This design comes from an exercise in tuning for small area on the open sky130 flow, not from production work.
No functional check of the RTL was part of any run shown here.
No activity file was given, so power comes from the tool's default toggle rates.

[flow/run.sh]
#!/bin/bash
# synth_recipe.tcl (not shown) runs the flow's synth.tcl, then flattens the netlist and writes it again
# the make line also repeats each setting of config.mk as NAME=value (left out here)
make -C /OpenROAD-flow-scripts/flow DESIGN_CONFIG=/design/flow/config.mk WORK_HOME=/design/flow/orfs CLKGATE_MAP_FILE= SYNTH_SCRIPT=/design/flow/synth_recipe.tcl finish
[flow/config.mk]
export PLATFORM = sky130hd
export DESIGN_NAME = top
export DESIGN_NICKNAME = top
export VERILOG_FILES = /design/flow/design.v
export SDC_FILE = /design/flow/constraint.sdc
export NUM_CORES = 4
export LEC_CHECK = 0
export CAP_MARGIN = 20
export CORE_MARGIN = 2
export CORE_UTILIZATION = 40
export SLEW_MARGIN = 20
[flow/constraint.sdc]
create_clock -name core_clock -period 6.0 [get_ports {clk}]
set_input_delay 1.2000 -clock core_clock [delete_from_list [all_inputs] [get_ports {clk}]]
set_output_delay 1.2000 -clock core_clock [all_outputs]
set_load 0.01 [all_outputs]
[flow/design.v]
module top(clk, reset_n, M0_req, M0_address, M0_wr, M0_dout, M0_grant, M_din, timer_interrupt, fifo_cnt, fifo_flag);
	input			clk;
	input			reset_n;
	input			M0_req;
	input	[7:0]	M0_address;
	input			M0_wr;
	input	[7:0]	M0_dout;
	output			M0_grant;
	output	[7:0]	M_din;
	output			timer_interrupt;
	output	[3:0]	fifo_cnt;
	output	[5:0]	fifo_flag;
	localparam MS_IDLE = 3'b000;	 
	localparam MS_IREQ = 3'b110;	 
	localparam MS_REQ  = 3'b001;	 
	localparam MS_REQG = 3'b111;	 
	localparam MS_GRA  = 3'b010;
	localparam MS_DEL  = 3'b011;
	localparam MS_CNT  = 3'b100;
	reg		[2:0]	ms;
	reg		[1:0]	cs;
	reg		[7:0]	cv;		 
	reg		[7:0]	lv;		 
	reg		[7:0]	la;		 
	reg				con;	 
	localparam C_NONE  = 3'b000;
	localparam C_READ  = 3'b001;
	localparam C_EMPTY = 3'b011;
	localparam C_RERR  = 3'b010;
	localparam C_WRITE = 3'b101;
	localparam C_FULL  = 3'b111;
	localparam C_WERR  = 3'b110;
	reg		[2:0]	cat;
	reg		[1:0]	fr;		 
	reg		[2:0]	rsrc;	 
	reg		[15:0]	cnt_all;
	reg		[11:0]	hd_all;
	reg		[7:0]	mem [0:31];
	wire			m1_own = ms[1] & (ms[0] | ~ms[2]);
	assign			M0_grant = ~m1_own;
	wire	[7:0]	addr = m1_own ? ((ms == MS_GRA) ? la : 8'h00) : M0_address;
	wire			wr = ~m1_own & M0_wr;
	wire	[7:0]	din = M0_dout;
	wire			fhit = (addr[7:4] == 4'h1) && (addr[3:0] != 4'h0) && (addr[3:0] <= 4'h4);
	wire	[1:0]	f = addr[1:0] - 2'd1;
	wire	[3:0]	c = cnt_all[f*4 +: 4];
	wire	[2:0]	h = hd_all[f*3 +: 3];
	wire			c_full = c[3];
	wire			c_empty = (c == 4'h0);
	wire			do_w = fhit & wr & ~c_full;
	wire			do_r = fhit & ~wr & ~c_empty;
	wire	[2:0]	wslot = h + c[2:0] + 3'd1;
	always @(posedge clk or negedge reset_n)
	begin
		if (!reset_n)
		begin
			cnt_all <= 16'h0;
			hd_all <= 12'h0;
		end
		else
		begin
			if (do_w)
				cnt_all[f*4 +: 4] <= c + 4'h1;
			if (do_r)
			begin
				cnt_all[f*4 +: 4] <= c - 4'h1;
				hd_all[f*3 +: 3] <= h + 3'h1;
			end
		end
	end
	always @(posedge clk)
		if (do_w)
			mem[{f, wslot}] <= din;
	wire	[2:0]	p = (fr == f) ? cat : C_NONE;
	reg		[2:0]	ncat;
	always @*
	begin
		if (!fhit)
			ncat = C_NONE;
		else if (wr)
		begin
			if (p[2] & p[1])
				ncat = C_WERR;
			else if (p == C_WRITE)
				ncat = (c == 4'h7) ? C_FULL : C_WRITE;
			else if (p != C_NONE)
				ncat = C_WRITE;
			else
				ncat = (c == 4'h7) ? C_FULL : c_full ? C_WERR : C_WRITE;
		end
		else
		begin
			if (~p[2] & p[1])
				ncat = C_RERR;
			else if (p == C_READ)
				ncat = (c == 4'h1) ? C_EMPTY : C_READ;
			else if (p != C_NONE)
				ncat = C_READ;
			else
				ncat = (c == 4'h1) ? C_EMPTY : c_empty ? C_RERR : C_READ;
		end
	end
	wire			trd = ~wr & (addr[7:3] == 5'b00100) & (addr[2:0] != 3'd0) & (addr[2:0] != 3'd7);
	wire	[2:0]	nrsrc = do_r ? 3'd7 : trd ? addr[2:0] : 3'd0;
	always @(posedge clk or negedge reset_n)
	begin
		if (!reset_n)
		begin
			cat <= C_NONE;
			rsrc <= 3'd0;
		end
		else
		begin
			cat <= ncat;
			rsrc <= nrsrc;
		end
	end
	always @(posedge clk)
		fr <= f;
	wire			twr = wr & (addr[7:4] == 4'h2);
	wire			start = twr & (addr[3:0] == 4'h0) & (din == 8'h01) & (ms == MS_IDLE) & (cs == 2'b00);
	wire			clr = twr & (addr[3:0] == 4'h1) & (din == 8'h00);
	always @(posedge clk or negedge reset_n)
	begin
		if (!reset_n)
			ms <= MS_IDLE;
		else
			case (ms)
			MS_IDLE:	ms <= start ? MS_IREQ : MS_IDLE;
			MS_IREQ:	ms <= MS_REQ;
			MS_REQ:		ms <= M0_req ? MS_REQ : MS_REQG;
			MS_REQG:	ms <= MS_GRA;
			MS_GRA:		ms <= MS_DEL;
			MS_DEL:		ms <= MS_CNT;
			default:	ms <= MS_IDLE;
			endcase
	end
	wire	[2:0]	msd = (ms[2] & ms[1]) ? {2'b00, ms[0]} : ms;
	wire	[1:0]	csd = {cs[1], cs[0] & ~cs[1]};
	always @(posedge clk or negedge reset_n)
	begin
		if (!reset_n)
		begin
			cs <= 2'b00;
			cv <= 8'h00;
		end
		else
			case (cs)
			2'b00:
				if ((ms == MS_CNT) && (lv != 8'h00))
				begin
					cs <= 2'b01;
					cv <= lv;
				end
			2'b01:
				if (cv == 8'h00)
					cs <= 2'b10;
				else
					cv <= cv - 8'h01;
			2'b10:
				if (clr)
					cs <= 2'b11;
			default:
				if (con)
				begin
					cs <= 2'b01;
					cv <= lv;
				end
				else
					cs <= 2'b00;
			endcase
	end
	always @(posedge clk or negedge reset_n)
	begin
		if (!reset_n)
		begin
			con <= 1'b0;
			la <= 8'h00;
			lv <= 8'h00;
		end
		else
		begin
			if (twr & (addr[3:0] == 4'h2) & (din[7:1] == 7'h00))
				con <= din[0];
			if (twr & (addr[3:0] == 4'h3))
				la <= din;
			if (ms == MS_DEL)
				lv <= M_din;
		end
	end
	assign timer_interrupt = cs[1];
	wire	[2:0]	hr = hd_all[fr*3 +: 3];
	wire	[7:0]	fdata = mem[{fr, hr}];
	reg		[7:0]	rdata;
	always @*
		case (rsrc)
		3'd1:		rdata = {7'h00, cs[1]};
		3'd2:		rdata = {7'h00, con};
		3'd3:		rdata = la;
		3'd4:		rdata = lv;
		3'd5:		rdata = cv;
		3'd6:		rdata = {3'b000, msd, csd};
		3'd7:		rdata = fdata;
		default:	rdata = 8'h00;
		endcase
	assign M_din = rdata;
	wire			fvalid = (cat != C_NONE);
	wire	[3:0]	rc = fvalid ? cnt_all[fr*4 +: 4] : 4'h0;
	assign fifo_cnt = rc;
	assign fifo_flag[5] = rc[3];
	assign fifo_flag[4] = fvalid & (rc == 4'h0);
	assign fifo_flag[3] = cat[2] & cat[0];
	assign fifo_flag[2] = cat[2] & cat[1] & ~cat[0];
	assign fifo_flag[1] = ~cat[2] & cat[0];
	assign fifo_flag[0] = ~cat[2] & cat[1] & ~cat[0];
endmodule
==> run_results.csv, run 1 <==
group,metric,value,unit
yosys,yosys-top-cells-area,"edfxtp_1 (52%), dfrtp_1 (11%), mux4_2 (6.4%), mux2i_1 (4.8%), nand2_1 (1.9%)",
timing,finalSetupViolCount,0,
power_and_ir_drop,pwr_density_cell,370.9,nW/um^2
finish,final_nets,1113,
timing,fmax,182.9,MHz
place,hpwl,25750,microns
timing,rsz0062_at_grt,"no",
power_and_ir_drop,swShare,31.35,%
cts,cts_tree,"built",
finish,syn2layout_area_growth,14.79,%
yosys,synth_enable_flop_cells,256,
timing,fin_setup_tns,0,ns
drt,totalWireLength,38840,microns
die,die-width,195.5,microns
timing,worst_pin_slew,1.193,ns
die,die_y,195.5,microns
finish,post-route-util,46.34,%
global_route,grt_pass1_wl,59300,microns
drt,vias,9321,
global_route,grt-ovfl-total,0,
die,coreArea,36350,sq um
yosys,syn_area_per_cell,14.44,sq um
timing,fin_worst_skew,0.02033,ns
yosys,synth.yosys.seq_area_share,63.57,%
global_route,grtUsageTotal,20.49,%
cts,ctsHoldBuffers,0,
power_and_ir_drop,clkPwrFrac,34.5,%
drt,drtAntennaViolNets,0,
yosys,synth-seq-cells,322,
worst_setup_path,critPathArrivalTime,4.27,ns
timing,worst_hold_slack,0.5156,ns
yosys,syn_inst,1016,
yosys,synth_commonest_cells,"edfxtp_1 (256), nand2_1 (73), mux2i_1 (71), dfrtp_1 (64), nor2_1 (45)",
die,rows,70,
global_route,grt_max_degree,65,
cts,clk_path_buf_depth,3,
place,dp_cells,1502,
cts,path_clk_slew,0.06,ns
yosys,async_flop_share,19.88,%
timing,finalMaxSlewViolations,0,
yosys,syn_area,14670,sq um
timing,fin_crit,5.467,ns
power_and_ir_drop,p_leak,5.715,nW
worst_setup_path,path_class,"register to output pin",
yosys,synth_top_area_share,52.39,%
worst_setup_path,end_kind,"output pin",
cts,ctsResizeCount,0,
power_and_ir_drop,vdd_drop_max,0.2350,mV
finish,postLayoutCellArea,16840,sq um
worst_setup_path,worstSetupStartpointType,"register",
cts,cts_made_buffers,35,
drt,viasPerCell,5.941,
timing,relSlewSlack,20.40,%
power_and_ir_drop,intPower,4.289,mW
global_route,antenna_found_initial,0,
place,routabilityCongestion,0.8924,
finish,insertedDiodeCount,0,
cts,cts_root_buf,"clkbuf_16",
finish,drive_above_1_share,16.08,%
cts,cts_setup_buffers,0,
cts,clock_latency,0.53,ns
yosys,ys.flop_type,"edfxtp_1",
yosys,synth.distinct_cells,75,
place,place_area,15620,sq um
timing,period_share,91.11,%
place,io_buffers,39,
hold_path,worstHoldPathType,"register to register",
yosys,yosys_warnings,1,
power_and_ir_drop,p_comb_share,23.3,%
worst_setup_path,crit_fanout,19,
global_route,grt_pass1_vias,9439,
drt,drtIter0Drc,1008,
power_and_ir_drop,p_switching,1.959,mW
die,initial_core_util,40.37,%
die,io_pins,40,
drt,drt_pre_antenna_iters,5,
yosys,yosysMostFrequentCell,"edfxtp_1",
die,dieArea,38230,sq um
finish,layout.cells.non_filler,1569,
worst_setup_path,required,4.80,ns
power_and_ir_drop,p_seq_share,42.2,%
yosys,yosys.area.top_type,"edfxtp_1",
job,cap_violations,0,
drt,wl_per_cell,24.75,microns
yosys,synth_nets,1053,
timing,hold_viol_final,0,
cts,clkSinkCount,322,
drt,drc_errors,0,
outcome,outcome,"no timing/DRC/antenna violations",
cts,htree_levels,2,
[registers in the layout (all words and copies together), names as in the netlist, 3 cells and up]
name and flops:
mem 256, cnt_all 16, hd_all 12, cv 8, la 8, lv 8, cat 3, ms 3
rsrc 3
[critical path: stages (launching register included)]
cell	delay [ns]
dfxtp_1	0.67
mux4_2	0.86
mux4_2	0.58
a22oi_1	0.34
o21ai_1	0.20
or4b_4	0.59
clkdlybuf4s50_1	0.50
[placed cells by master (no fill, tap or decap), types with 20 or more instances in the layout]
cell / netlist / layout
edfxtp_1: 256 / 256
mux4_2: 42 / 41
dfrtp_1: 64 / 64
nor2_1: 45 / 45
nand2_1: 73 / 73
o21ai_0: 25 / 25
clkbuf_16: 0 / 35
nor3_1: 43 / 32
mux2i_1: 71 / 71
a21oi_1: 20 / 20
buf_4: 7 / 30
nor2b_1: 28 / 28
clkdlybuf4s50_1: 0 / 38
mux2_2: 22 / 22
[power groups by stage]
stage | clock, mW | combinational [mW] | sequential, mW
finish | 2.15 | 1.45 | 2.64
global route | 2.27 | 1.58 | 2.66
CTS | 2.19 | 1.41 | 2.64
detailed placement | 0 | 1.41 | 2.68
global placement | 0 | 1.40 | 2.68
floorplan | 0 | 0.996 | 2.62
[routing by layer]
metal	up-vias	track usage, %	routed length, microns
met3	64	2.798	2436
met1	4741	29.32	17190
met2	382	32.99	18290
li1	4134	-	-
met5	-	0	0
met4	0	5.598	921
[stage by stage]
stage          power (mW)  setup WS, ns
3_5_place_dp        4.088        0.3320
2_1_floorplan       3.616         1.249
5_1_grt             6.507        0.4198
6_report            6.248        0.5332
4_1_cts             6.240        0.5360
3_3_place_gp        4.082        0.5125
[worst paths after layout]
kind,end,start,slack (ns),depth (start not counted)
setup / recovery,M_din[5],fr[0]$_DFF_P_,0.53,6
hold / removal,hd_all[3]$_DFFE_PN0P_,hd_all[3]$_DFFE_PN0P_,0.52,1
setup reg to reg,mem[8][1]$_DFFE_PP_,ms[0]$_DFF_PN0_,1.01,10
hold reg to reg,hd_all[3]$_DFFE_PN0P_,hd_all[3]$_DFFE_PN0P_,0.52,1
max in group asynchronous,lv[6]$_DFFE_PN0P_,reset_n,4.58,2
min in group asynchronous,cnt_all[15]$_DFF_PN0_,reset_n,0.86,2
[cells by family (layout without fill, tap and decap cells)]
logic type	Yosys count	in the layout	share of synthesized area (%)
AOI/OAI and AO/OA	181	181	8.817
xor gates and xnor gates	7	7	0.6481
adders and majority gates	17	17	1.501
buffers and inverters	74	159	2.532
DFF	322	322	63.57
muxes	137	137	13.23
and+or+nand+nor	278	278	9.695
[area by class of cell]
| type | instances | area, sq um |
|---|---|---|
| clock buffers | 42 | 912.1 |
| clock inverters | 20 | 221.5 |
| fillers | 3182 | 19500 |
| inverters | 21 | 78.83 |
| multi-input cells | 620 | 5042 |
| flip-flops and latches | 322 | 9329 |
| well taps | 468 | 585.6 |
| repair buffers | 76 | 675.6 |
==> run 2: changes to the inputs <==
--- a/flow/config.mk
+++ b/flow/config.mk
@@ -8,4 +8,5 @@
 export CAP_MARGIN = 20
 export CORE_MARGIN = 2
 export CORE_UTILIZATION = 40
+export CTS_BUF_LIST = sky130_fd_sc_hd__clkbuf_4
 export SLEW_MARGIN = 20
==> run_results.csv, run 2 <==
group,metric,value,unit
outcome,outcome,"no timing/DRC/antenna violations",
yosys,syn_area_per_cell,14.44,sq um
yosys,synth_nets,1053,
yosys,ys.flop_type,"edfxtp_1",
global_route,grt_max_degree,65,
worst_setup_path,critPathArrivalTime,4.48,ns
cts,cts_setup_buffers,0,
cts,clk_path_buf_depth,3,
die,initial_core_util,40.37,%
finish,final_common_cell,"edfxtp_1",
cts,htree_levels,3,
cts,cts_tree,"built",
yosys,syn_area,14670,sq um
timing,rsz0062_at_grt,"no",
drt,viasPerCell,5.826,
cts,cts_made_buffers,85,
timing,finalMaxSlewViolations,0,
yosys,synth-seq-cells,322,
die,dieArea,38230,sq um
yosys,yosys-top-cells-area,"edfxtp_1 (52%), dfrtp_1 (11%), mux4_2 (6.4%), mux2i_1 (4.8%), nand2_1 (1.9%)",
drt,drt_pre_antenna_iters,7,
die,coreArea,36350,sq um
worst_setup_path,path_class,"register to output pin",
yosys,synth.yosys.seq_area_share,63.57,%
yosys,async_flop_share,19.88,%
place,pre_cts_ws,0.3320,ns
die,die-width,195.5,microns
timing,fin_setup_tns,0,ns
cts,ctsHoldBuffers,0,
finish,post-route-util,46.13,%
place,hpwl,25750,microns
finish,largest_register,"mem",
cts,path_clk_slew,0.07,ns
yosys,synth_commonest_cells,"edfxtp_1 (256), nand2_1 (73), mux2i_1 (71), dfrtp_1 (64), nor2_1 (45)",
drt,vias,9613,
timing,fmax,176.0,MHz
global_route,antenna_found_initial,1,
die,io_pins,40,
yosys,syn_inst,1016,
cts,ctsResizeCount,0,
timing,worst_pin_slew,1.204,ns
global_route,grtUsageTotal,20.88,%
timing,relSlewSlack,19.68,%
worst_setup_path,worstSetupStartpointType,"register",
drt,wl_per_cell,23.79,microns
finish,reg_top3,"mem: 256 flops, cnt_all: 16 flops, hd_all: 12 flops",
drt,totalWireLength,39260,microns
place,routabilityCongestion,0.8924,
timing,fin_worst_skew,0.04701,ns
finish,drive_above_1_share,21.51,%
power_and_ir_drop,total_power,6.009,mW
drt,drc_errors,0,
power_and_ir_drop,pwr_density_cell,358.4,nW/um^2
cts,cts_root_buf,"clkbuf_4",
finish,final_nets,1161,
power_and_ir_drop,vdd_drop_max,0.1739,mV
finish,layout_common_cells,"edfxtp_1 (256), clkbuf_4 (121), nand2_1 (73), mux2i_1 (71), dfrtp_1 (64)",
cts,clock_latency,0.74,ns
finish,largest_reg_flops,256,
timing,fin_ws,0.3174,ns
global_route,grt_pass1_vias,9856,
timing,worst_hold_slack,0.5249,ns
timing,finalSetupViolCount,0,
yosys,yosys.area.top_type,"edfxtp_1",
worst_setup_path,rrSetupSlack,0.92,ns
die,die_y,195.5,microns
global_route,grt_pass1_wl,60230,microns
yosys,synth_enable_flop_cells,256,
yosys,synth_top_area_share,52.39,%
hold_path,worstHoldPathType,"register to register",
worst_setup_path,crit_fanout,27,
timing,hold_viol_final,0,
cts,clkSinkCount,322,
yosys,synth.distinct_cells,75,
finish,syn2layout_area_growth,14.26,%
drt,drtIter0Drc,961,
yosys,yosysMostFrequentCell,"edfxtp_1",
place,io_buffers,39,
power_and_ir_drop,p_leak,5.780,nW
timing,period_share,94.71,%
job,cap_violations,0,
drt,drtAntennaViolNets,0,
worst_setup_path,end_kind,"output pin",
die,rows,70,
yosys,yosys_warnings,1,
global_route,grt-ovfl-total,0,
worst_setup_path,required,4.80,ns
timing,fin_crit,5.683,ns
==> run 2: changes by cell type in the layout (fill, tap and decap cells not counted), sizes merged <==
cell	delta
clkbuf	+78
clkinv	+7
diode	+1
inv	-2
buf	-1
bufinv	-2
==> run 2: critical path, stage by stage, from the launching register on <==
cell             delay [ns]
dfxtp_1                0.66
mux4_4                 0.81
buf_12                 0.28
buf_4                  0.19
mux2i_1                0.14
a2111oi_0              0.63
a31oi_1                0.18
nand4_1                0.25
clkdlybuf4s50_1        0.58
==> run 2: metal layers <==
| metal | track usage (%) | part of all wire, % |
|---|---|---|
| met1 | 28.93 | 43 |
| met2 | 33.27 | 47 |
| met3 | 3.731 | 7.5 |
| met4 | 7.379 | 2.1 |
| met5 | 0 | 0 |
==> run 2: cells by family after synthesis <==
logic type,synth area share [%]
and+or+nand+nor,9.695
xor gates and xnor gates,0.6481
adders and majority gates,1.501
buffers and inverters,2.532
DFF,63.57
AOI/OAI and AO/OA,8.817
muxes,13.23
==> run 2: power by group <==
group	switching (mW)	total [mW]	internal [mW]
logic	0.937	1.46	0.519
clock network	0.901	1.91	1.01
registers	0.138	2.64	2.50
total	1.98	6.01	4.03
==> run 2: area by class of cell <==
| class | instances | area (sq um) |
|---|---|---|
| inverters | 21 | 78.83 |
| multi-input cells | 620 | 5042 |
| flip-flops and latches | 322 | 9329 |
| clock buffers | 121 | 908.4 |
| diodes | 1 | 2.502 |
| repair buffers | 74 | 665.6 |
| well taps | 468 | 585.6 |
| fillers | 3227 | 19580 |
| clock inverters | 23 | 155.1 |
==> run 2: metrics by stage <==
step	instances	area (sq um)
3_3_place_gp	1502	15620
2_1_floorplan	1016	14670
3_5_place_dp	1502	15620
4_1_cts	1646	16680
5_1_grt	1650	16770
6_report	1650	16770
==> run 2: final timing paths <==
path                                             from                     to  cells past startpoint
worst min register to register  hd_all[3]$_DFFE_PN0P_  hd_all[3]$_DFFE_PN0P_                      1
worst max register to register        ms[0]$_DFF_PN0_    mem[8][3]$_DFFE_PP_                     10
min in group asynchronous                     reset_n  cnt_all[15]$_DFF_PN0_                      2
max in group asynchronous                     reset_n      lv[6]$_DFFE_PN0P_                      2
worst min-delay path            hd_all[3]$_DFFE_PN0P_  hd_all[3]$_DFFE_PN0P_                      1
worst max-delay path                    fr[0]$_DFF_P_               M_din[3]                      8
==> run 3: changes to the inputs <==
--- a/flow/config.mk
+++ b/flow/config.mk
@@ -7,6 +7,6 @@
 export LEC_CHECK = 0
 export CAP_MARGIN = 20
 export CORE_MARGIN = 2
-export CORE_UTILIZATION = 40
-export CTS_BUF_LIST = sky130_fd_sc_hd__clkbuf_4
+export CORE_UTILIZATION = 70
+export CTS_BUF_LIST = sky130_fd_sc_hd__clkbuf_8
 export SLEW_MARGIN = 20
==> run_results.csv, run 3 <==
group,metric,value,unit
timing,fin_worst_skew,0.04206,ns
yosys,synth_top_area_share,52.39,%
drt,drt_pre_antenna_iters,6,
die,io_pins,40,
yosys,syn_inst,1016,
cts,ctsResizeCount,0,
yosys,synth_mux_area_share,13.23,%
cts,htree_levels,2,
finish,final_common_cell,"edfxtp_1",
cts,path_clk_slew,0.06,ns
drt,drtAntennaViolNets,0,
cts,cts_made_buffers,51,
global_route,grt_pass1_vias,9714,
cts,cts_root_buf,"clkbuf_8",
worst_setup_path,r2r-start,"ms[1]$_DFF_PN0_",
outcome,outcome,"no timing/DRC/antenna violations",
timing,rsz0062_at_grt,"no",
hold_path,min_delay_worst_endpoint,"cnt_all[4]$_DFF_PN0_",
power_and_ir_drop,vdd_drop_max,0.2516,mV
timing,worst_pin_slew,1.132,ns
job,cap_violations,0,
die,die_y,148.8,microns
worst_setup_path,end_kind,"output pin",
cts,clock_latency,0.61,ns
timing,fin_setup_tns,0,ns
place,hpwl,24470,microns
drt,totalWireLength,38090,microns
yosys,synth_top_family_by_area,"multiplexers",
worst_setup_path,crit_fanout,28,
global_route,grt_max_degree,65,
yosys,yosys_warnings,1,
yosys,syn_area_per_cell,14.44,sq um
yosys,synth.yosys.seq_area_share,63.57,%
yosys,synth-seq-cells,322,
timing,finalMaxSlewViolations,0,
die,rows,52,
drt,drtIter0Drc,1414,
place,dp_cells,1300,
yosys,synth_enable_flop_cells,256,
drt,wl_per_cell,27.36,microns
yosys,synth_nets,1053,
global_route,antenna_found_initial,0,
hold_path,worstHoldPathType,"register to register",
worst_setup_path,r2r_cells,10,
finish,layout_common_cells,"edfxtp_1 (256), nand2_1 (73), mux2i_1 (71), dfrtp_1 (64), clkbuf_8 (55)",
worst_setup_path,path_class,"register to output pin",
timing,period_share,92.50,%
finish,layout.cells.non_filler,1392,
cts,cts_setup_buffers,0,
die,dieArea,22140,sq um
yosys,yosysMostFrequentCell,"edfxtp_1",
cts,cts_tree,"built",
yosys,synth.distinct_cells,75,
die,initial_core_util,71.83,%
place,routabilityCongestion,0.9355,
hold_path,hold_depth,1,
global_route,grt-ovfl-total,0,
finish,drive_above_1_share,16.93,%
worst_setup_path,r2r_end,"mem[10][7]$_DFFE_PP_",
yosys,yosys-top-cells-area,"edfxtp_1 (52%), dfrtp_1 (11%), mux4_2 (6.4%), mux2i_1 (4.8%), nand2_1 (1.9%)",
global_route,grt_pass1_wl,57440,microns
yosys,ys.flop_type,"edfxtp_1",
finish,largest_register,"mem",
worst_setup_path,required,4.80,ns
finish,insertedDiodeCount,0,
global_route,grtUsageTotal,34.90,%
timing,worst_hold_slack,0.5397,ns
yosys,yosys.area.top_type,"edfxtp_1",
worst_setup_path,rrSetupSlack,1.17,ns
worst_setup_path,critPathArrivalTime,4.35,ns
timing,hold_viol_final,0,
worst_setup_path,worstSetupStartpointType,"register",
finish,reg_top3,"mem: 256 flops, cnt_all: 16 flops, hd_all: 12 flops",
place,io_buffers,39,
yosys,yosys.area_share.simple,9.695,%
die,die-width,148.8,microns
die,coreArea,20430,sq um
drt,viasPerCell,7.102,
yosys,synthAdderAreaFrac,1.501,%
finish,largest_reg_flops,256,
cts,clk_path_buf_depth,3,
timing,fmax,180.2,MHz
power_and_ir_drop,p_leak,5.651,nW
drt,vias,9886,
hold_path,min_from,"cnt_all[4]$_DFF_PN0_",
yosys,synth_compound_area_share,8.817,%
timing,fin_crit,5.550,ns
yosys,synth_commonest_cells,"edfxtp_1 (256), nand2_1 (73), mux2i_1 (71), dfrtp_1 (64), nor2_1 (45)",
power_and_ir_drop,pwr_density_cell,355.5,nW/um^2
finish,syn2layout_area_growth,11.53,%
drt,drc_errors,0,
finish,final_nets,1123,
yosys,synth_xor_area_share,0.6480,%
timing,relSlewSlack,23.93,%
cts,ctsHoldBuffers,0,
cts,clkSinkCount,322,
timing,finalSetupViolCount,0,
yosys,syn_area,14670,sq um
yosys,async_flop_share,19.88,%
==> run 3: cell count changes in the layout (fill, tap and decap cells not counted), moves of 2 or more <==
cell,delta
nor3_2,+2
clkbuf_8,+55
inv_1,+9
bufinv_16,-2
buf_4,-4
nor3_1,-2
clkinv_1,-2
clkinv_2,+7
clkbuf_4,-121
==> run 3: cell type report <==
class                      count  area (sq um)
clock buffer                  55         757.0
fill                        1140          4064
timing repair buffer          70         635.6
multi-input combinational    620          5064
clock inverter                34         163.9
sequential                   322          9329
inverter                      21         78.83
tap                          270         337.8
==> run 3: how the worst max path moves through the flow <==
stage,startpoint,slack [ns],depth (start not counted),end
finish,fr[1]$_DFF_P_,0.45,8,M_din[2]
global route,fr[0]$_DFF_P_,0.34,7,M_din[1]
CTS,fr[0]$_DFF_P_,0.47,7,M_din[1]
detailed placement,M0_address[0],0.56,11,mem[1][1]$_DFFE_PP_
global placement,M0_address[0],0.76,10,mem[26][2]$_DFFE_PP_
floorplan,M0_address[1],1.25,10,mem[11][0]$_DFFE_PP_
==> run 3: metrics by stage <==
step / setup slack (ns) / instance area [sq um] / utilization (%) / power (mW)
floorplan: 1.249 / 14670 / - / 3.616
global placement: 0.7592 / 15340 / 75.10 / 4.007
detailed placement: 0.5561 / 15340 / 75.10 / 4.054
CTS: 0.4734 / 16260 / 79.61 / 5.732
global route: 0.3448 / 16370 / 80.11 / 6.024
finish: 0.4500 / 16370 / 80.11 / 5.819
==> run 3: where the power goes <==
| group | total (mW) | switching [mW] | internal, mW |
|---|---|---|---|
| registers | 2.64 | 0.132 | 2.50 |
| clock network | 1.71 | 0.858 | 0.849 |
| logic | 1.48 | 0.953 | 0.524 |
| total | 5.82 | 1.94 | 3.88 |
==> run 3: worst max-delay path, stage by stage (launching register included) <==
cell             delay (ns)
dfxtp_1                0.37
buf_4                  0.34
mux4_2                 0.76
buf_4                  0.31
mux4_2                 0.56
a22oi_1                0.30
o21ai_0                0.24
nand4b_1               0.31
clkdlybuf4s50_1        0.55
==> run 3: metal layers <==
layer / routed length, microns / up-vias / track usage (%)
met3: 4011 / 107 / 6.269
met5: 0 / - / 0
met2: 18770 / 742 / 57.80
met4: 1339 / 0 / 12.62
li1: - / 4163 / -
met1: 13970 / 4874 / 47.45
==> run 3: kinds of logic after synthesis <==
group           Yosys count
buf+inv                  74
xor+xnor                  7
fa+ha+maj                17
flops                   322
compound gates          181
mux                     137
simple gates            278
==> run 4: changes to the inputs <==
--- a/flow/design.v
+++ b/flow/design.v
@@ -35,7 +35,7 @@
 	reg		[2:0]	rsrc;	 
 	reg		[15:0]	cnt_all;
 	reg		[11:0]	hd_all;
-	reg		[7:0]	mem [0:31];
+	reg		[255:0]	mq;		 
 	wire			m1_own = ms[1] & (ms[0] | ~ms[2]);
 	assign			M0_grant = ~m1_own;
 	wire	[7:0]	addr = m1_own ? ((ms == MS_GRA) ? la : 8'h00) : M0_address;
@@ -50,27 +50,49 @@
 	wire			do_w = fhit & wr & ~c_full;
 	wire			do_r = fhit & ~wr & ~c_empty;
 	wire	[2:0]	wslot = h + c[2:0] + 3'd1;
-	always @(posedge clk or negedge reset_n)
-	begin
-		if (!reset_n)
-		begin
-			cnt_all <= 16'h0;
-			hd_all <= 12'h0;
-		end
-		else
-		begin
-			if (do_w)
-				cnt_all[f*4 +: 4] <= c + 4'h1;
-			if (do_r)
+	wire	[3:0]	fdec = {4{fhit}} & (4'b0001 << f);
+	wire	[3:0]	c_inc = c + 4'h1;
+	wire	[3:0]	c_dec = c - 4'h1;
+	wire	[2:0]	h_inc = h + 3'h1;
+	genvar gi;
+	generate
+		for (gi = 0; gi < 4; gi = gi + 1)
+		begin : g_fifo
+			always @(posedge clk or negedge reset_n)
 			begin
-				cnt_all[f*4 +: 4] <= c - 4'h1;
-				hd_all[f*3 +: 3] <= h + 3'h1;
+				if (!reset_n)
+				begin
+					cnt_all[gi*4 +: 4] <= 4'h0;
+					hd_all[gi*3 +: 3] <= 3'h0;
+				end
+				else if (fdec[gi])
+				begin
+					if (do_w)
+						cnt_all[gi*4 +: 4] <= c_inc;
+					if (do_r)
+					begin
+						cnt_all[gi*4 +: 4] <= c_dec;
+						hd_all[gi*3 +: 3] <= h_inc;
+					end
+				end
 			end
 		end
-	end
+	endgenerate
+	wire	[31:0]	we = {32{do_w}} & (32'h1 << {f, wslot});
+	wire	[31:0]	wen = ~we;
+	wire	[255:0]	mnext;
+	genvar gk, gb;
+	generate
+		for (gk = 0; gk < 32; gk = gk + 1)
+		begin : g_slot
+			for (gb = 0; gb < 8; gb = gb + 1)
+			begin : g_bit
+				ao22 u_hold(.a1(we[gk]), .a2(din[gb]), .b1(wen[gk]), .b2(mq[gk*8 + gb]), .y(mnext[gk*8 + gb]));
+			end
+		end
+	endgenerate
 	always @(posedge clk)
-		if (do_w)
-			mem[{f, wslot}] <= din;
+		mq <= mnext;
 	wire	[2:0]	p = (fr == f) ? cat : C_NONE;
 	reg		[2:0]	ncat;
 	always @*
@@ -189,8 +211,27 @@
 		end
 	end
 	assign timer_interrupt = cs[1];
-	wire	[2:0]	hr = hd_all[fr*3 +: 3];
-	wire	[7:0]	fdata = mem[{fr, hr}];
+	wire	[3:0]	frd = {4{rsrc == 3'd7}} & (4'b0001 << fr);
+	wire	[31:0]	rsel;
+	genvar gs;
+	generate
+		for (gs = 0; gs < 32; gs = gs + 1)
+		begin : g_rsel
+			assign rsel[gs] = frd[gs >> 3] & (hd_all[(gs >> 3)*3 +: 3] == (gs & 7));
+		end
+	endgenerate
+	wire	[7:0]	fdata;
+	generate
+		for (gb = 0; gb < 8; gb = gb + 1)
+		begin : g_rbit
+			wire	[31:0]	col;
+			for (gk = 0; gk < 32; gk = gk + 1)
+			begin : g_col
+				assign col[gk] = mq[gk*8 + gb];
+			end
+			rd32 u_rd(.m(col), .s(rsel), .y(fdata[gb]));
+		end
+	endgenerate
 	reg		[7:0]	rdata;
 	always @*
 		case (rsrc)
@@ -200,8 +241,7 @@
 		3'd4:		rdata = lv;
 		3'd5:		rdata = cv;
 		3'd6:		rdata = {3'b000, msd, csd};
-		3'd7:		rdata = fdata;
-		default:	rdata = 8'h00;
+		default:	rdata = fdata;
 		endcase
 	assign M_din = rdata;
 	wire			fvalid = (cat != C_NONE);
@@ -214,3 +254,38 @@
 	assign fifo_flag[1] = ~cat[2] & cat[0];
 	assign fifo_flag[0] = ~cat[2] & cat[1] & ~cat[0];
 endmodule
+module ao22(a1, a2, b1, b2, y);
+	input	a1, a2, b1, b2;
+	output	y;
+	assign y = (a1 & a2) | (b1 & b2);
+endmodule
+module ao222n(a1, a2, b1, b2, c1, c2, y);
+	input	a1, a2, b1, b2, c1, c2;
+	output	y;
+	assign y = ~((a1 & a2) | (b1 & b2) | (c1 & c2));
+endmodule
+module ao22n(a1, a2, b1, b2, y);
+	input	a1, a2, b1, b2;
+	output	y;
+	assign y = ~((a1 & a2) | (b1 & b2));
+endmodule
+module nand11(a, y);
+	input	[10:0]	a;
+	output	y;
+	assign y = ~&a;
+endmodule
+module rd32(m, s, y);
+	input	[31:0]	m;
+	input	[31:0]	s;
+	output	y;
+	wire	[10:0]	t;
+	genvar i;
+	generate
+		for (i = 0; i < 10; i = i + 1)
+		begin : g_t
+			ao222n u(.a1(m[3*i]), .a2(s[3*i]), .b1(m[3*i+1]), .b2(s[3*i+1]), .c1(m[3*i+2]), .c2(s[3*i+2]), .y(t[i]));
+		end
+	endgenerate
+	ao22n u10(.a1(m[30]), .a2(s[30]), .b1(m[31]), .b2(s[31]), .y(t[10]));
+	nand11 u_or(.a(t), .y(y));
+endmodule
--- a/flow/config.mk
+++ b/flow/config.mk
@@ -7,6 +7,9 @@
 export LEC_CHECK = 0
 export CAP_MARGIN = 20
 export CORE_MARGIN = 2
-export CORE_UTILIZATION = 70
+export CORE_UTILIZATION = 60
 export CTS_BUF_LIST = sky130_fd_sc_hd__clkbuf_8
+export CTS_CLUSTER_DIAMETER = 60
+export CTS_CLUSTER_SIZE = 15
 export SLEW_MARGIN = 20
+export SYNTH_HIERARCHICAL = 1
==> run_results.csv, run 4 <==
group,metric,value,unit
worst_setup_path,critPathArrivalTime,4.38,ns
worst_setup_path,path_class,"register to output pin",
cts,clkSinkCount,322,
power_and_ir_drop,pwr_density_cell,346.4,nW/um^2
yosys,yosys-top-cells-area,"dfxtp_1 (38%), a22o_1 (17%), dfrtp_1 (12%), a222oi_1 (6.0%), mux2_2 (2.9%)",
drt,drtAntennaViolNets,0,
finish,reg_top3,"mq: 256 flops, cnt_all: 16 flops, hd_all: 12 flops",
yosys,yosysMostFrequentCell,"a22o_1",
cts,cts_setup_buffers,0,
place,routabilityCongestion,0.8888,
timing,hold_viol_final,0,
worst_setup_path,crit_path_start,"rsrc[0]$_DFF_PN0_",
yosys,synth_top_area_share,38.24,%
drt,wl_per_cell,24.52,microns
drt,drtIter0Drc,1469,
die,die-width,154.0,microns
finish,syn2layout_area_growth,9.661,%
timing,rsz0062_at_grt,"no",
cts,htree_levels,1,
yosys,async_flop_share,19.88,%
drt,totalWireLength,39190,microns
global_route,antenna_found_initial,0,
finish,layout.cells.non_filler,1598,
global_route,grt_max_degree,65,
worst_setup_path,r2r_cells,11,
finish,final_nets,1339,
yosys,synth_enable_flop_cells,0,
cts,clk_path_buf_depth,3,
worst_setup_path,end_kind,"output pin",
timing,fin_setup_tns,0,ns
yosys,yosys_warnings,7,
timing,finalSetupViolCount,0,
drt,viasPerCell,7.037,
yosys,synth_nets,1274,
die,io_pins,40,
worst_setup_path,rrSetupSlack,1.35,ns
yosys,syn_inst,1241,
die,coreArea,21960,sq um
job,cap_violations,0,
finish,drive_above_1_share,10.39,%
worst_setup_path,worstSetupStartpointType,"register",
yosys,synth.distinct_cells,68,
finish,insertedDiodeCount,0,
place,dp_cells,1556,
timing,worst_pin_slew,0.9638,ns
drt,vias,11250,
global_route,grtUsageTotal,32.22,%
finish,largest_reg_flops,256,
worst_setup_path,required,4.80,ns
place,hpwl,26640,microns
place,io_buffers,39,
timing,fin_worst_skew,0.03866,ns
power_and_ir_drop,vdd_drop_max,0.2247,mV
drt,drc_errors,0,
timing,fin_ws,0.4205,ns
finish,postLayoutCellArea,14810,sq um
die,die_y,154.0,microns
die,rows,54,
yosys,ys.flop_type,"dfxtp_1",
cts,ctsResizeCount,0,
power_and_ir_drop,total_power,5.131,mW
yosys,synth_commonest_cells,"a22o_1 (260), dfxtp_1 (258), nand2_1 (101), a222oi_1 (81), nor2_1 (80)",
hold_path,worstHoldPathType,"register to register",
place,pre_cts_ws,0.7284,ns
place,place_area,14320,sq um
die,dieArea,23730,sq um
cts,path_clk_slew,0.09,ns
timing,fmax,179.2,MHz
timing,finalMaxSlewViolations,0,
worst_setup_path,crit_end,"M_din[0]",
cts,clock_latency,0.61,ns
global_route,grt-ovfl-total,0,
finish,nFillCells,1759,
global_route,grt_pass1_wl,60450,microns
timing,relSlewSlack,35.25,%
yosys,syn_area,13510,sq um
cts,cts_root_buf,"clkbuf_8",
cts,cts_made_buffers,28,
power_and_ir_drop,p_leak,5.747,nW
drt,drt_pre_antenna_iters,9,
yosys,syn_area_per_cell,10.88,sq um
worst_setup_path,r2r_end,"mq[182]$_DFF_P_",
timing,fin_crit,5.579,ns
cts,cts_tree,"built",
yosys,synth.yosys.seq_area_share,50.09,%
finish,layout_common_cells,"a22o_1 (260), dfxtp_1 (258), nand2_1 (101), a222oi_1 (81), nor2_1 (80)",
timing,period_share,92.99,%
yosys,yosys.area.top_type,"dfxtp_1",
finish,final_common_cell,"a22o_1",
cts,ctsHoldBuffers,0,
worst_setup_path,r2r-start,"ms[1]$_DFF_PN0_",
global_route,grt_pass1_vias,10440,
die,initial_core_util,61.52,%
yosys,synth-seq-cells,322,
outcome,outcome,"no timing/DRC/antenna violations",
finish,largest_register,"mq",
worst_setup_path,crit_fanout,20,
[run 4: cell types whose count changed in the layout (fill, tap and decap cells not counted), sizes merged, moves of 22 or more]
cell	previous run	this run
a222oi	0	81
a22o	10	260
clkbuf	56	30
clkinv	25	3
dfxtp	2	258
edfxtp	256	0
mux2i	71	11
mux4	43	10
nand2	73	102
nor2	46	80
nor3	43	21
[run 4: final cells by class]
class | instances | area (sq um) | area share, %
Sequential cell | 322 | 6766 | 45.68
Multi-Input combinational cell | 856 | 6469 | 43.67
Timing Repair Buffer | 71 | 625.6 | 4.223
Clock buffer | 30 | 412.9 | 2.787
Tap cell | 280 | 350.3 | 2.365
Inverter | 27 | 103.9 | 0.7011
Clock inverter | 12 | 85.08 | 0.5744
[run 4: stage by stage]
step	util (%)	hold slack [ns]
after detailed placement	65.19	0.4522
final	67.46	0.4795
after CTS	67.46	0.4794
after floorplan	-	0.4391
after global routing	67.46	0.4891
after global placement	65.19	0.4523
[run 4: kinds of logic after synthesis]
family / share of synthesized area [%]
fa+ha+maj: 1.260
compound gates: 28.33
mux: 5.400
buf+inv: 2.019
xor+xnor: 0.6207
flops: 50.09
simple gates: 12.28
[run 4: worst max-delay path: stages (launching register included)]
cell and delay, ns:
dfrtp_1 0.33, buf_4 0.23, nand3_1 0.17, nor2_1 0.24, nand3_1 0.24, nor2_1 0.63, a222oi_1 0.32, nand4_1 0.24
or3_1 0.21, nor2_1 0.05, a222oi_1 0.49, clkdlybuf4s50_1 0.63
[run 4: worst min-delay path by stage]
stage / start / end / slack (ns) / depth (start not counted)
detailed placement: mq[147]$_DFF_P_ / mq[147]$_DFF_P_ / 0.45 / 1
global placement: mq[48]$_DFF_P_ / mq[48]$_DFF_P_ / 0.45 / 1
CTS: mq[38]$_DFF_P_ / mq[38]$_DFF_P_ / 0.48 / 1
floorplan: mq[0]$_DFF_P_ / mq[0]$_DFF_P_ / 0.44 / 1
finish: mq[217]$_DFF_P_ / mq[217]$_DFF_P_ / 0.48 / 1
global route: mq[59]$_DFF_P_ / mq[59]$_DFF_P_ / 0.49 / 1
[run 4: modules after synthesis, one instance, submodules excluded, a selection]
module / copies in the design / cell area [sq um] / cells inside
nand11: 8 / 23.77 / 4
top: 1 / 10170 / 865
ao22n: 8 / 12.51 / 1
ao22: 256 / 8.758 / 1
ao222n: 80 / 10.01 / 1
[run 4: routing by layer]
| metal | wire length, microns | share of wire [%] | global-route usage, % |
|---|---|---|---|
| met5 | 0 | 0 | 0 |
| met4 | 1500 | 3.8 | 12.55 |
| met3 | 3461 | 8.8 | 4.594 |
| met2 | 16980 | 43 | 47.47 |
| met1 | 17250 | 44 | 47.99 |
[run 4: where the power goes]
part           internal, mW  leakage, nW  switching (mW)  total [mW]
sequential             2.30         2.95           0.183        2.48
combinational         0.518         2.52           0.920        1.44
clock                 0.474        0.274           0.739        1.21
==> run 5: changes to the inputs <==
--- a/flow/config.mk
+++ b/flow/config.mk
@@ -8,8 +8,8 @@
 export CAP_MARGIN = 20
 export CORE_MARGIN = 2
 export CORE_UTILIZATION = 60
-export CTS_BUF_LIST = sky130_fd_sc_hd__clkbuf_8
-export CTS_CLUSTER_DIAMETER = 60
-export CTS_CLUSTER_SIZE = 15
+export CTS_BUF_LIST = sky130_fd_sc_hd__clkbuf_16
+export CTS_CLUSTER_DIAMETER = 50
+export CTS_CLUSTER_SIZE = 20
 export SLEW_MARGIN = 20
 export SYNTH_HIERARCHICAL = 1
==> run_results.csv, run 5 <==
group,metric,value,unit
hold_path,min_from,"mq[20]$_DFF_P_",
die,dieArea,23730,sq um
drt,totalWireLength,39410,microns
outcome,outcome,"no timing/DRC/antenna violations",
finish,largest_register,"mq",
die,die_y,154.0,microns
drt,vias,11250,
timing,period_share,92.95,%
cts,ctsHoldBuffers,0,
finish,layout_common_cells,"a22o_1 (260), dfxtp_1 (258), nand2_1 (101), a222oi_1 (81), nor2_1 (80)",
place,pre_cts_ws,0.7284,ns
cts,htree_levels,1,
power_and_ir_drop,total_power,5.808,mW
yosys,synth-seq-cells,322,
cts,cts_made_buffers,28,
place,routabilityCongestion,0.8888,
worst_setup_path,crit_path_start,"rsrc[0]$_DFF_PN0_",
cts,clkSinkCount,322,
timing,finalMaxSlewViolations,0,
drt,drtAntennaViolNets,0,
yosys,ys.flop_type,"dfxtp_1",
place,io_buffers,39,
global_route,grt_pass1_wl,61380,microns
global_route,met2_usage,48.67,%
yosys,synth.yosys.seq_area_share,50.09,%
yosys,synth_top_area_share,38.24,%
timing,worst_pin_slew,0.9911,ns
die,io_pins,40,
cts,cts_root_buf,"clkbuf_16",
die,die-width,154.0,microns
worst_setup_path,worstSetupStartpointType,"register",
yosys,synth.distinct_cells,68,
finish,drive_above_1_share,11.07,%
timing,fmax,179.3,MHz
timing,fin_setup_tns,0,ns
finish,multiInputGateArea,6469,sq um
yosys,syn_area,13510,sq um
die,rows,54,
worst_setup_path,path_class,"register to output pin",
global_route,grt_busiest_layer,"met2",
yosys,syn_area_per_cell,10.88,sq um
finish,nFillCells,1665,
drt,drtIter0Drc,1572,
yosys,synth_commonest_cells,"a22o_1 (260), dfxtp_1 (258), nand2_1 (101), a222oi_1 (81), nor2_1 (80)",
power_and_ir_drop,vdd_drop_max,0.3760,mV
global_route,gr-usage-met1,47.98,%
die,coreArea,21960,sq um
yosys,syn_inst,1241,
finish,final_nets,1339,
finish,largest_reg_flops,256,
worst_setup_path,end_kind,"output pin",
yosys,synth_enable_flop_cells,0,
global_route,grt_max_degree,65,
yosys,yosys_warnings,7,
finish,syn2layout_area_growth,13.33,%
global_route,gr-usage-met3,4.481,%
power_and_ir_drop,pwr_density_cell,379.4,nW/um^2
finish,register_area,6766,sq um
cts,clk_path_buf_depth,3,
cts,cts_tree,"built",
worst_setup_path,critPathArrivalTime,4.38,ns
global_route,grt_pass1_vias,10630,
timing,fin_ws,0.4230,ns
power_and_ir_drop,p_leak,5.957,nW
drt,viasPerCell,6.991,
timing,hold_viol_final,0,
global_route,grt-ovfl-total,0,
timing,fin_worst_skew,0.03175,ns
worst_setup_path,crit_fanout,20,
yosys,yosys.area.top_type,"dfxtp_1",
drt,wl_per_cell,24.49,microns
job,cap_violations,0,
finish,reg_top3,"mq: 256 flops, cnt_all: 16 flops, hd_all: 12 flops",
timing,finalSetupViolCount,0,
cts,cts_setup_buffers,0,
timing,relSlewSlack,33.42,%
yosys,synth_nets,1274,
cts,path_clk_slew,0.07,ns
timing,fin_crit,5.577,ns
place,hpwl,26640,microns
global_route,grtUsageTotal,32.62,%
worst_setup_path,required,4.80,ns
yosys,yosys-top-cells-area,"dfxtp_1 (38%), a22o_1 (17%), dfrtp_1 (12%), a222oi_1 (6.0%), mux2_2 (2.9%)",
drt,drt_pre_antenna_iters,9,
yosys,async_flop_share,19.88,%
cts,ctsResizeCount,0,
global_route,antenna_found_initial,0,
yosys,yosysMostFrequentCell,"a22o_1",
cts,clock_latency,0.58,ns
finish,final_common_cell,"a22o_1",
hold_path,worstHoldPathType,"register to register",
drt,drc_errors,0,
die,initial_core_util,61.52,%
worst_setup_path,r2r-start,"ms[1]$_DFF_PN0_",
timing,rsz0062_at_grt,"no",
-- run 5: cell types whose count changed in the layout (fill, tap and decap cells not counted), moves of 2 or more --
cell       change
clkinv_1       +2
inv_12         +2
inv_1          -2
clkinv_8       +3
clkbuf_8      -30
clkbuf_16     +29
inv_6          +2
-- run 5: area by class of cell --
class	instances	share of cell area, %
Sequential cell	322	44.20
Multi-Input combinational cell	856	42.26
Clock buffer	29	4.741
Timing Repair Buffer	71	4.087
Tap cell	280	2.289
Clock inverter	23	1.733
Inverter	27	0.6784
Antenna cell	1	0.01635
-- run 5: through the flow --
stage / hold slack, ns / std cells / util (%) / cell area, sq um
2_1_floorplan: 0.4391 / 1241 / - / 13510
3_3_place_gp: 0.4523 / 1556 / 65.19 / 14320
3_5_place_dp: 0.4522 / 1556 / 65.19 / 14320
4_1_cts: 0.4752 / 1608 / 69.70 / 15310
5_1_grt: 0.4853 / 1608 / 69.70 / 15310
6_report: 0.4744 / 1609 / 69.72 / 15310
-- run 5: metal layers --
layer  routed length (microns)  share of wire [%]
met2                     17140                 43
met4                      1630                4.1
met1                     17110                 43
met5                         0                  0
met3                      3525                8.9
-- run 5: worst max-delay path, cell delays in order (launching register included) --
cell	delay, ns
dfrtp_1	0.32
buf_4	0.23
nand3_1	0.17
nor2_1	0.25
nand3_1	0.24
nor2_1	0.63
a222oi_1	0.32
nand4_1	0.25
or3_1	0.20
nor2_1	0.05
a222oi_1	0.52
clkdlybuf4s50_1	0.64
-- run 5: kinds of logic after synthesis --
group           after synthesis  share of synthesized area [%]
mux                          56                          5.400
compound gates              450                          28.33
fa+ha+maj                    13                          1.260
flops                       322                          50.09
buf+inv                      63                          2.019
xor+xnor                      7                         0.6207
simple gates                330                          12.28
-- run 5: power breakdown --
| group | total [mW] | switching (mW) | internal (mW) |
|---|---|---|---|
| Sequential | 2.48 | 0.185 | 2.30 |
| Combinational | 1.44 | 0.921 | 0.518 |
| Clock | 1.89 | 0.906 | 0.980 |
-- run 5: path summary, 6_finish.rpt --
| kind | depth (start not counted) | slack, ns | endpoint |
|---|---|---|---|
| worst max-delay path | 11 | 0.42 | M_din[0] |
| worst min-delay path | 1 | 0.47 | mq[20]$_DFF_P_ |
| worst max register to register | 11 | 1.35 | mq[22]$_DFF_P_ |
| worst min register to register | 1 | 0.47 | mq[20]$_DFF_P_ |
| max in group asynchronous | 2 | 4.63 | cv[2]$_DFFE_PN0P_ |
| min in group asynchronous | 2 | 0.80 | cnt_all[15]$_DFFE_PN0P_ |
-- run 5: Yosys stat by module (local to each module, per instance), excerpt --
module / cells / copies in the design / cell area [sq um] / flops+latches
top: 865 / 1 / 10170 / 322
ao22n: 1 / 8 / 12.51 / 0
ao22: 1 / 256 / 8.758 / 0
ao222n: 1 / 80 / 10.01 / 0
nand11: 4 / 8 / 23.77 / 0

[re-timing with driven ports]
The results above use ideal ports. As a check the final layouts listed here were re-extracted and re-timed, cells and wires unchanged.
Step 1 assumes that a clkbuf_16 drives the clock port and a buf_2 every other input.
Step 2 adds t to the input delays and takes it off the output delays; t is the mean of the earliest and latest rising clock arrival at the registers after step 1. Input paths then give back, and output paths get back, about the clock's delay inside the block.
Three values: ideal, step 1, step 2; two values: the first two.
| run | shift t [ns] | setup WS [ns] | worst setup path after step 2 | cell pins on the clock port's net |
|---|---|---|---|---|
| run 1 | 0.570 | 0.533 / 0.484 / 0.329 | input to register | 1 |
| run 2 | 0.764 | 0.317 / 0.267 / 0.267 | input to register | 1 |
| run 3 | 0.627 | 0.450 / 0.411 / 0.433 | input to register | 1 |
| run 4 | 0.633 | 0.421 / 0.376 / 0.643 | input to register | 1 |
| run 5 | 0.608 | 0.423 / 0.375 / 0.649 | input to register | 1 |
After both steps setup and hold are still met in every run listed. The setup slack of run 1, which loses most, moves by -0.049 ns with the drivers and by -0.204 ns with both steps.
